From an optimization exercise on the open Yosys and OpenROAD flow, aimed at small area; shortcuts taken in it are not production practice. Where RTL was checked, it was by simulation tests only, not by an equivalence proof against the original.

==> inputs of run A <==
Design FFT16_SEQUENTIAL, start of the top module:
module FFT16_SEQUENTIAL(A, Y, CLK, START, DONE, RESET);
input  [31:0] A;
output [31:0] Y;
input         CLK;
input         START;
output        DONE;
input         RESET;
reg [5:0] STATE;
reg       LAST_START;
always @(posedge CLK) begin
    if (RESET) begin
        LAST_START <= 1'b0;
        STATE      <= 6'd0;
    end else begin
        LAST_START <= START;
        case (STATE)
            6'd0:    STATE <= (~LAST_START & START) ? 6'd1 : 6'd0;
            6'd33:   STATE <= 6'd0;
            default: STATE <= STATE + 6'd1;
        endcase
    end
end
assign DONE = (STATE == 6'd18);
reg  [31:0] T [0:3][0:3];
wire [3:0] k    = STATE[3:0];
wire       act  = (STATE[5:4] == 2'b00);
wire       init = act & (STATE[3:2] == 2'b00);
wire [1:0] n    = k[3:2];
wire       g0   = n[0] & k[0];
wire [15:0] xh  = (g0 ? A[15:0]  : A[31:16]) & {16{act}};
wire [15:0] xl  = (g0 ? A[31:16] : A[15:0])  & {16{act}};
wire [31:0] tap [0:3];
genvar b;
generate
    for (b = 0; b < 4; b = b + 1) begin : ph1
        wire [1:0] br = k[1:0] - 2'd2 - b;
        wire [1:0] e  = n * br;
        wire       f  = (b % 2 == 1) ? n[0] : 1'b0;
        wire       sr = (f ? (e[0] ^ e[1]) : e[1]) & act;
        wire       si = (f ? e[1] : (e[0] ^ e[1])) & act;
        wire [31:0] acc = init ? 32'd0 : T[0][b];
        wire [15:0] yr, yi;
        wire [15:0] br_ = xh ^ {16{sr}};
        wire [15:0] bi_ = xl ^ {16{si}};
        wire [16:0] cr_, ci_;
        assign cr_[0] = sr;
        assign ci_[0] = si;
        genvar t;
        for (t = 0; t < 16; t = t + 1) begin : fa_
            FA3 ur (.a(acc[16+t]), .b(br_[t]), .c(cr_[t]), .s(yr[t]), .co(cr_[t+1]));
            FA3 ui (.a(acc[t]),    .b(bi_[t]), .c(ci_[t]), .s(yi[t]), .co(ci_[t+1]));
        end
        assign tap[b] = {yr, yi};
    end
endgenerate
wire        a_p   = (STATE == 6'd15) | (STATE == 6'd17);
wire        a_q   = (STATE == 6'd14) | (STATE == 6'd16);
wire        a_n1  = (STATE == 6'd17);
  ...
clock: 14.0 ns
lec_check: 0
cap_margin: 20
core_margin: 2
core_utilization: 40
cts_cluster_diameter: 80
cts_cluster_size: 30
setup_slack_margin: 0.1
slew_margin: 20
synth_hierarchical: 1
run.sh (not shown) runs the stock make flow with config.mk's settings and CLKGATE_MAP_FILE= SYNTH_SCRIPT=/design/flow/synth_recipe.tcl, a recipe that flattens the netlist after the stock synthesis.
==> inputs of run C, as changes to run A <==
CORE_UTILIZATION = 50   (was 40)
SETUP_SLACK_MARGIN = 0.2   (was 0.1)
==> inputs of run B, as changes to run A <==
SETUP_SLACK_MARGIN = not set   (was 0.1)
==> comparison table <==
quantity                                                                     run B                 run A                       run C
Global routing met3 resource utilization                                   0.02158               0.02015                     0.02425
Worst slew slack as a fraction of its limit                                 0.3874                0.2756                      0.2503
Transition at the pin with the smallest max-transition slack             0.9124 ns              1.079 ns                    1.117 ns
Layout Nets                                                                   3430                  3408                        3403
Total stage count of the critical path                                          46                    49                          28
Minimum setup slack after placement                                     -0.2269 ns            -0.1751 ns                  0.04038 ns
Via Count                                                                    18420                 18290                       18380
Worst Setup EP                                                           T[12][15]             T[12][15]                       Y[31]
Storage cell area                                                      0.01040 mm²           0.01040 mm²                 0.01040 mm²
Overall routing resource usage                                              0.2046                0.2045                      0.2511
Non-clock buffering overhead                                               0.03889               0.03490                     0.03463
Non-clock buffer total of the final layout                                     167                   145                         137
Worst reg2reg setup slack                                                  0.13 ns               0.21 ns                     0.32 ns
Y dimension of the die                                                    295.4 µm              295.4 µm                    264.7 µm
Worst Reg-to-Reg Cells                                                          46                    49                          48
Critical Setup Path Class                                     register to register  register to register  register to primary output
Maximum frequency from static timing analysis                            72.10 MHz             72.50 MHz                   72.73 MHz
Average wire length per cell after detail routing                         22.43 µm              22.51 µm                    23.93 µm
Die span in x                                                             295.4 µm              295.4 µm                    264.7 µm
Area of the multi-input gates                                          0.02291 mm²           0.02293 mm²                 0.02295 mm²
Wire length on met2                                                       42730 µm              41540 µm                    41120 µm
Placed cells                                                                  3770                  3758                        3485
Status                                            no timing/DRC/antenna violations  no timing/DRC/antenna violations  no timing/DRC/antenna violations

==> inputs of run D <==
FFT16_SEQUENTIAL, a different RTL version from the one above (not shown whole).
export LEC_CHECK = 0
export CAP_MARGIN = 0
export CORE_MARGIN = 2
export CORE_UTILIZATION = 40
export CTS_CLUSTER_DIAMETER = 80
export CTS_CLUSTER_SIZE = 30
export GPL_TIMING_DRIVEN = 0
export SLEW_MARGIN = 0
export SYNTH_HIERARCHICAL = 1
create_clock -name core_clock -period 14.0 [get_ports {CLK}]
==> inputs of run G, as changes to run D <==
Settings changed: CAP_MARGIN 0 to 20, CTS_CLUSTER_SIZE 30 to 34, GPL_TIMING_DRIVEN 0 to unset, SLEW_MARGIN 0 to 20.
==> inputs of run F, as changes to run D <==
Settings changed: CAP_MARGIN 0 to 20, GPL_TIMING_DRIVEN 0 to unset, SLEW_MARGIN 0 to 20.
==> inputs of run Y, as changes to run D <==
Settings changed: GPL_TIMING_DRIVEN 0 to unset.
==> qor summary <==
metric                                                                       run G           run F           run Y                     run D
R2R setup slack                                                             130 ps          250 ps          250 ps                   -130 ps
Detail Route met3 WL                                                       2400 µm         2670 µm         2670 µm                   3340 µm
Starting DRT DRC Count                                                         942             994             994                      1039
Later-pin clock latency in the skew report                                  590 ps          580 ps          580 ps                    580 ps
Pin count of the biggest net entering global routing                            81              81              81                        32
Number of global-route vias before repair                                    22515           22526           22526                     23313
Fraction of area in clock buffers and inverters                             0.0223          0.0217          0.0217                    0.0189
Delay of the slowest critical-path stage                                    570 ps          550 ps          550 ps                    470 ps
Final standard cell area without fillers                                 38500 µm²       38400 µm²       38400 µm²                 38600 µm²
Outcome                                                             finished clean  finished clean  finished clean  finished with violations
Reasons for failing layout checks                                                -               -               -              setup timing
Routed metal-1 wirelength                                                 40200 µm        39800 µm        39800 µm                  41600 µm
Reg-to-Reg Start                                                          STATE[4]        STATE[1]        STATE[1]                  STATE[1]
Number of optimization iterations in the first detailed-route pass               5               5               5                         7
Headroom to the max-slew limit                                               0.294           0.275           0.275                     0.116
Critical path arrival                                                     14360 ps        14220 ps        14220 ps                  14560 ps
Total placed instance area                                               37200 µm²       37200 µm²       37200 µm²                 37000 µm²
Global-route total usage across every layer                                  0.209           0.209           0.209                     0.233

==> inputs of 06-01 <==
FFT16_SEQUENTIAL, a different RTL version from the one above (not shown whole).
==> module FFT16_SEQUENTIAL, before the edit <==
module FFT16_SEQUENTIAL(A, Y, CLK, START, DONE, RESET);
input  [31:0] A;
output [31:0] Y;
input         CLK;
input         START;
output        DONE;
input         RESET;
reg [5:0] STATE;
reg       LAST_START;
always @(posedge CLK) begin
    if (RESET) begin
        LAST_START <= 1'b0;
        STATE      <= 6'd0;
    end else begin
        LAST_START <= START;
        case (STATE)
            6'd0:    STATE <= (~LAST_START & START) ? 6'd1 : 6'd0;
            6'd33:   STATE <= 6'd0;
            default: STATE <= STATE + 6'd1;
        endcase
    end
end
assign DONE = (STATE == 6'd18);
reg  [31:0] T [0:3][0:3];
wire [3:0] k    = STATE[3:0];
wire       act  = (STATE[5:4] == 2'b00);
wire       init = act & (STATE[3:2] == 2'b00);
wire [1:0] n    = k[3:2];
wire [15:0] xr  = A[31:16] & {16{act}};
wire [15:0] xi  = A[15:0]  & {16{act}};
wire [31:0] tap [0:3];
genvar b;
generate
    for (b = 0; b < 4; b = b + 1) begin : ph1
        wire [1:0] br = k[1:0] - 2'd2 - b;
        wire [1:0] e  = n * br + ((k[1:0] == 2'd2 && br == 2'd2) ? 2'd1 : 2'd0);
        wire       nr = e[1] & act;
        wire       ni = (e[0] ^ e[1]) & act;
        wire [15:0] ar = e[0] ? xi : xr;
        wire [15:0] ai = e[0] ? xr : xi;
        wire [31:0] acc = init ? 32'd0 : T[0][b];
        wire [15:0] yr, yi;
        RCA #(16) ur (.a(acc[31:16]), .b(ar ^ {16{nr}}), .ci(nr), .y(yr));
        RCA #(16) ui (.a(acc[15:0]),  .b(ai ^ {16{ni}}), .ci(ni), .y(yi));
        assign tap[b] = {yr, yi};
    end
endgenerate
wire        a_p   = (STATE == 6'd15) | (STATE == 6'd17);
wire        a_q   = (STATE == 6'd14) | (STATE == 6'd16);
wire        a_sw  = a_q;
wire        a_n1  = (STATE == 6'd17);
wire        a_n2  = a_n1 ^ a_sw;
wire [31:0] a_in  = a_p ? T[2][0] : T[1][1];
wire [15:0] a_pp  = a_sw ? a_in[15:0]  : a_in[31:16];
wire [15:0] a_qq  = a_sw ? a_in[31:16] : a_in[15:0];
wire [15:0] a_d1, a_d2;
DPA u_dpa (.p(a_pp), .q(a_qq), .n1(a_n1), .n2(a_n2), .d1(a_d1), .d2(a_d2));
wire        h_r   = (STATE == 6'd15) | (STATE == 6'd16);
wire        h_s   = (STATE == 6'd19) | (STATE == 6'd20);
wire        h_t   = (STATE == 6'd16) | (STATE == 6'd20);
wire [31:0] h_in  = h_s ? T[2][3] : T[1][0];
wire [15:0] h_cr  = h_in[31:16];
wire [15:0] h_ci  = h_in[15:0];
wire [16:0] h_w1, h_w2;
wire [15:0] h_y1, h_y2;
wire [15:0] h_crx = h_cr ^ {16{h_t}};
wire [15:0] h_cix = h_ci ^ {16{h_t}};
RCA #(17) uw1 (.a({h_ci[15], h_ci}), .b({h_crx[15], h_crx}), .ci(h_t), .y(h_w1));
RCA #(17) uw2 (.a({h_cix[15], h_cix}), .b({~h_cr[15], ~h_cr}), .ci(1'b1), .y(h_w2));
HMUL u_h1 (.w(h_w1), .t(1'b0), .y(h_y1));
HMUL u_h2 (.w(h_w2), .t(h_t),  .y(h_y2));
integer i, j;
always @(posedge CLK) begin
    for (i = 0; i < 4; i = i + 1)
        for (j = 0; j < 4; j = j + 1)
            T[(i + 1) % 4][(j + 1) % 4] <= T[i][j];
    for (j = 0; j < 4; j = j + 1)
        T[1][(j + 1) % 4] <= tap[j];
    if (a_q) T[2][2] <= {a_d1, a_d2};
    if (a_p) T[3][1] <= {a_d1, a_d2};
    if (h_r) T[2][1] <= {h_y1, h_y2};
    if (h_s) T[3][0] <= {h_y1, h_y2};
end
wire [3:0]  kk = STATE[3:0] - 4'd2;
wire [1:0]  q  = kk[3:2];
wire [15:0] rr [0:3];
wire [15:0] ri [0:3];
wire [3:0]  cr, ci;
generate
    for (b = 0; b < 4; b = b + 1) begin : ph2
        wire [1:0] g = kk[1:0] + 2'd2 - b;
        wire [1:0] e = g * q;
        wire [31:0] s = T[b][0];
        assign cr[b] = e[1];
        assign ci[b] = e[0] ^ e[1];
        assign rr[b] = (e[0] ? s[15:0]  : s[31:16]) ^ {16{cr[b]}};
        assign ri[b] = (e[0] ? s[31:16] : s[15:0])  ^ {16{ci[b]}};
    end
endgenerate
wire [15:0] yr, yi;
P2SUM u_sr (.r0(rr[0]), .r1(rr[1]), .r2(rr[2]), .r3(rr[3]), .c(cr), .y(yr));
P2SUM u_si (.r0(ri[0]), .r1(ri[1]), .r2(ri[2]), .r3(ri[3]), .c(ci), .y(yi));
assign Y = {yr, yi};
endmodule
clock: 14.0 ns
lec_check: 0
cap_margin: 20
core_margin: 2
core_utilization: 60
cts_buf_list: sky130_fd_sc_hd__clkbuf_2 sky130_fd_sc_hd__clkbuf_4
cts_cluster_size: 20
slew_margin: 20
==> 07-12 (differences from 06-01) <==
--- a/flow/design.v
+++ b/flow/design.v
@@ -1543,4 +1543,5 @@
 wire [1:0] n    = k[3:2];
-wire [15:0] xr  = A[31:16] & {16{act}};
-wire [15:0] xi  = A[15:0]  & {16{act}};
+wire       g0   = n[0] & k[0];
+wire [15:0] xh  = (g0 ? A[15:0]  : A[31:16]) & {16{act}};
+wire [15:0] xl  = (g0 ? A[31:16] : A[15:0])  & {16{act}};
 wire [31:0] tap [0:3];
@@ -1550,11 +1551,10 @@
         wire [1:0] br = k[1:0] - 2'd2 - b;
-        wire [1:0] e  = n * br + ((k[1:0] == 2'd2 && br == 2'd2) ? 2'd1 : 2'd0);
-        wire       nr = e[1] & act;
-        wire       ni = (e[0] ^ e[1]) & act;
-        wire [15:0] ar = e[0] ? xi : xr;
-        wire [15:0] ai = e[0] ? xr : xi;
+        wire [1:0] e  = n * br;
+        wire       f  = (b % 2 == 1) ? n[0] : 1'b0;
+        wire       sr = (f ? (e[0] ^ e[1]) : e[1]) & act;
+        wire       si = (f ? e[1] : (e[0] ^ e[1])) & act;
         wire [31:0] acc = init ? 32'd0 : T[0][b];
         wire [15:0] yr, yi;
-        RCA #(16) ur (.a(acc[31:16]), .b(ar ^ {16{nr}}), .ci(nr), .y(yr));
-        RCA #(16) ui (.a(acc[15:0]),  .b(ai ^ {16{ni}}), .ci(ni), .y(yi));
+        RCA #(16) ur (.a(acc[31:16]), .b(xh ^ {16{sr}}), .ci(sr), .y(yr));
+        RCA #(16) ui (.a(acc[15:0]),  .b(xl ^ {16{si}}), .ci(si), .y(yi));
         assign tap[b] = {yr, yi};
@@ -1564,8 +1564,7 @@
 wire        a_q   = (STATE == 6'd14) | (STATE == 6'd16);
-wire        a_sw  = a_q;
 wire        a_n1  = (STATE == 6'd17);
-wire        a_n2  = a_n1 ^ a_sw;
+wire        a_n2  = a_n1 ^ a_q;
 wire [31:0] a_in  = a_p ? T[2][0] : T[1][1];
-wire [15:0] a_pp  = a_sw ? a_in[15:0]  : a_in[31:16];
-wire [15:0] a_qq  = a_sw ? a_in[31:16] : a_in[15:0];
+wire [15:0] a_pp  = a_in[31:16];
+wire [15:0] a_qq  = a_in[15:0];
 wire [15:0] a_d1, a_d2;
@@ -1586,2 +1585,5 @@
 HMUL u_h2 (.w(h_w2), .t(h_t),  .y(h_y2));
+function [31:0] hswap(input [31:0] v);
+    hswap = {v[15:0], v[31:16]};
+endfunction
 integer i, j;
@@ -1591,8 +1593,10 @@
             T[(i + 1) % 4][(j + 1) % 4] <= T[i][j];
-    for (j = 0; j < 4; j = j + 1)
-        T[1][(j + 1) % 4] <= tap[j];
-    if (a_q) T[2][2] <= {a_d1, a_d2};
-    if (a_p) T[3][1] <= {a_d1, a_d2};
-    if (h_r) T[2][1] <= {h_y1, h_y2};
-    if (h_s) T[3][0] <= {h_y1, h_y2};
+    T[1][1] <= hswap(tap[0]);
+    T[1][2] <= tap[1];
+    T[1][3] <= tap[2];
+    T[1][0] <= hswap(tap[3]);
+    T[2][2] <= a_q ? {a_d1, a_d2} : hswap(T[1][1]);
+    T[3][1] <= a_p ? {a_d1, a_d2} : T[2][0];
+    T[2][1] <= h_r ? {h_y1, h_y2} : T[1][0];
+    T[3][0] <= h_s ? {h_y1, h_y2} : hswap(T[2][3]);
 end
@@ -1600,2 +1604,11 @@
 wire [1:0]  q  = kk[3:2];
+reg  [1:0]  fr;
+always @(*) begin
+    case (kk)
+        4'd0:  fr = 2'b01;  4'd1:  fr = 2'b11;  4'd2:  fr = 2'b01;  4'd3:  fr = 2'b00;
+        4'd4:  fr = 2'b10;  4'd5:  fr = 2'b00;  4'd6:  fr = 2'b10;  4'd7:  fr = 2'b11;
+        4'd8:  fr = 2'b01;  4'd9:  fr = 2'b11;  4'd10: fr = 2'b01;  4'd11: fr = 2'b00;
+        4'd12: fr = 2'b10;  4'd13: fr = 2'b00;  4'd14: fr = 2'b10;  default: fr = 2'b11;
+    endcase
+end
 wire [15:0] rr [0:3];
@@ -1605,4 +1618,6 @@
     for (b = 0; b < 4; b = b + 1) begin : ph2
-        wire [1:0] g = kk[1:0] + 2'd2 - b;
-        wire [1:0] e = g * q;
+        wire [1:0] g  = kk[1:0] + 2'd2 - b;
+        wire [1:0] e  = g * q + ((kk[1:0] == 2'd2 && g == 2'd2) ? 2'd1 : 2'd0);
+        wire       f  = (b == 1) ? fr[0] : (b == 3) ? fr[1] : 1'b0;
+        wire       sw = e[0] ^ f;
         wire [31:0] s = T[b][0];
@@ -1610,4 +1625,4 @@
         assign ci[b] = e[0] ^ e[1];
-        assign rr[b] = (e[0] ? s[15:0]  : s[31:16]) ^ {16{cr[b]}};
-        assign ri[b] = (e[0] ? s[31:16] : s[15:0])  ^ {16{ci[b]}};
+        assign rr[b] = (sw ? s[15:0]  : s[31:16]) ^ {16{cr[b]}};
+        assign ri[b] = (sw ? s[31:16] : s[15:0])  ^ {16{ci[b]}};
     end
Settings changed: CORE_UTILIZATION 60 to 40, CTS_BUF_LIST sky130_fd_sc_hd__clkbuf_2 sky130_fd_sc_hd__clkbuf_4 to default, CTS_CLUSTER_DIAMETER from default to 80, CTS_CLUSTER_SIZE 20 to 30.
==> 08-20 (differences from 06-01) <==
Settings changed: CORE_UTILIZATION 60 to 40, CTS_BUF_LIST sky130_fd_sc_hd__clkbuf_2 sky130_fd_sc_hd__clkbuf_4 to sky130_fd_sc_hd__clkbuf_4 sky130_fd_sc_hd__clkbuf_8, CTS_CLUSTER_SIZE 20 to default.
==> 02-17 (differences from 06-01) <==
Settings changed: CORE_UTILIZATION 60 to 40, CTS_BUF_LIST sky130_fd_sc_hd__clkbuf_2 sky130_fd_sc_hd__clkbuf_4 to default, CTS_CLUSTER_SIZE 20 to default.
==> comparison table <==
metric	08-20	06-01	02-17	07-12
Worst setup path startpoint	STATE[4]	STATE[4]	STATE[0]	STATE[1]
Share of cell area taken by muxes after synthesis	8.02%	8.02%	8.02%	9.67%
Number of antenna repair diodes	2	3	2	0
Non-clock buffering overhead	3.94%	3.98%	4.03%	3.61%
GRT met2 Usage	36.0%	58.5%	35.8%	33.7%
Post-CTS sizing	25	26	19	14
Root Buffer	clkbuf_8	clkbuf_4	clkbuf_16	clkbuf_16
Area share of fa/ha/maj cells after synthesis	34.0%	34.0%	34.0%	34.8%
Required time of the critical path	14550 ps	14850 ps	14460 ps	14490 ps
Core area	93000 um^2	61700 um^2	93000 um^2	91400 um^2
Most frequent standard cell in the layout excluding fill and tap cells	nand2_1	nand2_1	nand2_1	dfxtp_1
Number of cell rows	112	91	112	111
Run status	no timing/DRC/antenna violations	no timing/DRC/antenna violations	no timing/DRC/antenna violations	no timing/DRC/antenna violations
Only the layout flow was run in 07-12; the RTL was not checked for function there.

## afterwards: timing with drivers on the ports
No port has a modelled driver above. Below, the same layouts with a new extraction and two added sets of constraints. Step 1 assumes that a clkbuf_16 drives the clock port and a buf_2 every other input. Step 2 times the ports against the registers' clock, not the clock port: input delays grow and output delays shrink by t, the midpoint of the rising clock arrivals with the driver on. Three values: no drivers, after step 1, after step 2; two values: the first two.
run | t, ns | slack for setup (ns) | slew at the worst register clock pin (ns)
run A | 0.626 | 0.206 / 0.186 / 0.206 | 0.11 / 0.11
run C | 0.651 | 0.250 / 0.191 / 0.324 | 0.11 / 0.11
run B | 0.625 | 0.130 / 0.130 / 0.130 | 0.11 / 0.11
run D | 0.631 | -0.130 / -0.130 / -0.130 | 0.11 / 0.11
run G | 0.635 | 0.132 / 0.132 / 0.132 | 0.12 / 0.12
run F | 0.631 | 0.252 / 0.252 / 0.252 | 0.11 / 0.11
run Y | 0.631 | 0.252 / 0.252 / 0.252 | 0.11 / 0.11
06-01 | 1.025 | 0.287 / 0.265 / 0.287 | 0.08 / 0.08
07-12 | 0.641 | 0.363 / 0.362 / 0.363 | 0.11 / 0.11
08-20 | 0.727 | 0.402 / 0.402 / 0.402 | 0.07 / 0.07
02-17 | 0.641 | 0.432 / 0.390 / 0.432 | 0.07 / 0.07
